This design comes from an exercise in tuning for small area and a short achievable clock period on the open sky130 flow, not from production work. Function was checked by simulation only, so behaviour that the tests miss may differ from the original.

build 70:
Design mult_div_pipe, start of the top module:
module mult_div_pipe (
    input clk,
    input reset_n,
    input logic op_i,
    input logic [FUNCT7_SIZE-1:0] funct7_i,
    input logic [FUNCT3_SIZE-1:0] funct3_i,
    input logic [WD_SIZE-1:0] op1_data_i,
    input logic [WD_SIZE-1:0] op2_data_i,
    input logic [INSTR_REG_SIZE-1:0] rd_i,
    input logic ctrl_reg_write_i,
    output logic [INSTR_REG_SIZE-1:0] rd_m0_o,
    output logic [INSTR_REG_SIZE-1:0] rd_m1_o,
    output logic [INSTR_REG_SIZE-1:0] rd_m2_o,
    output logic [INSTR_REG_SIZE-1:0] rd_m3_o,
    output logic [WD_SIZE-1:0] bypass_ml_data_o,
    output logic bypass_ctrl_reg_write_ml_o,
    output logic [INSTR_REG_SIZE-1:0] rd_o,
    output logic ctrl_reg_write_o,
    output logic valid_result_o,
    output logic [WD_SIZE-1:0] result_o
);
Size in the first run: about 9300 cells after synthesis, ~180 I/O pins, ~61000 sq um of cells after synthesis.
export LEC_CHECK = 0
export ABC_AREA = 1
export CAP_MARGIN = 20
export CORE_MARGIN = 2
export CORE_UTILIZATION = 55
export GPL_ROUTABILITY_DRIVEN = 0
export PLACE_DENSITY = 0.7
export SLEW_MARGIN = 20
create_clock -name core_clock -period 115.0 [get_ports {clk}]
standard.sh (not shown) runs the stock make flow with config.mk's settings and CLKGATE_MAP_FILE= SYNTH_SCRIPT=/design/flow/synth_recipe.tcl, a recipe that flattens the netlist after the stock synthesis.
==> flow/flow/run.sh <==
#!/bin/bash
# The standard layout, with two changes to how it is made:
# - repair_timing is asked to leave a setup margin, so that it shortens the
#   register-to-register paths well below the clock period;
# - the port buffers are buf_4 cells instead of the delay buffers that
#   buffer_ports picks by default.
# The clock period, the I/O delays and every other constraint are unchanged;
# every port still gets its own buffer.
set -euo pipefail
export SETUP_SLACK_MARGIN=90
export BUFFER_PORTS_ARGS="-buffer_cell sky130_fd_sc_hd__buf_4"
bash standard.sh > standard_flow.log 2>&1
Inputs modified between build 70 and build 74:
Settings: clearing PLACE_DENSITY, which used to be 0.7; swapping 55 for 60 in CORE_UTILIZATION.
Findings:
- From build 70 to build 74 the numbers moved as follows: worst hold slack now sits at about the same level, signed area change from the synthesized netlist to the final layout now sits lower, global-route usage now sits higher.
- Of build 74 and build 70, the higher critical path depth belongs to build 70.
- When build 74 is measured against build 70, its detailed-route via count turns out about 1.3% lower.
- Build 74 | stages: all done | timing, DRC, antenna: all pass
- Build 70 has a higher final cell count than build 74.
- Summary: with build 70 as the reference, depth of the worst register-to-register path in build 74 moved up slightly.
- On sequential share of layout area, build 70 tracks build 74 almost exactly.
- Classification of the worst setup path = register to primary output: build 74; classification of the worst setup path = register to register: build 70
Relative to build 74, the following input files were edited for build 24:
Settings: CORE_UTILIZATION now 63, was 60.
[summary]
Having completed the whole flow, build 24 delivered a layout that passed the timing, design-rule and antenna checks.
On finished layout cell area, the higher figure sits with build 24, not build 74.
Comparing build 74 and build 24, clock transition at the registers of the reported paths is lower on build 74.
Build 24 ends up with a initial core utilization that is 3.1 points higher than in build 74.
Area taken by multi-input logic gates in build 24 vs build 74: up 0.51%
Comparing build 74 and build 24, the lower number of antenna violations at the first check in global routing is on build 24.
diff inputs: build 24 => build 7
Settings: CORE_UTILIZATION changed from 63 to 55.
Results
Diff build 24 -> build 7: critical path depth saw a decrease, placed standard-cell area climbed 0.53%, non-clock buffer share of cell area went up by 0.36 points, ratio of routed vias to standard cells decreased by 0.24 relative to the old numbers. In terms of final clock period utilization by the worst path, build 24 and build 7 differ only marginally. Build 24 → build 7: worst hold slack grew by 0.0040 ns; fraction of area in multi-input gates went down by 0.64 points; post-CTS setup-driven buffer insertion count down 8.1%. Wire length of the first global-routing pass (lower): build 24.

==> port drivers added, routing unchanged <==
How much do the figures lean on ideal ports? The routed layouts below were timed once more, with nothing changed but the port constraints. Step 1 assumes that a clkbuf_16 drives the clock port and a buf_2 every other input. Step 2 also shifts input and output timing later by t, the mid clock arrival at the registers, as if the neighbouring blocks saw the same clock. a / b / c = no drivers / after step 1 / after step 2; a / b = the first two.
run	t (ns)	setup slack, ns	worst setup path at the end	pins driven straight from the clock port
build 70	0.637	90.857 / 90.801 / 90.857	register to register	1
build 74	0.652	90.872 / 90.803 / 90.859	input to register	1
build 24	0.659	90.826 / 90.762 / 90.826	register to register	1
build 7	0.655	90.826 / 90.754 / 90.857	input to register	1
After both steps setup and hold are still met in every run listed. The setup slack of build 74, which loses most, moves by -0.069 ns with the drivers and by -0.013 ns with both steps.
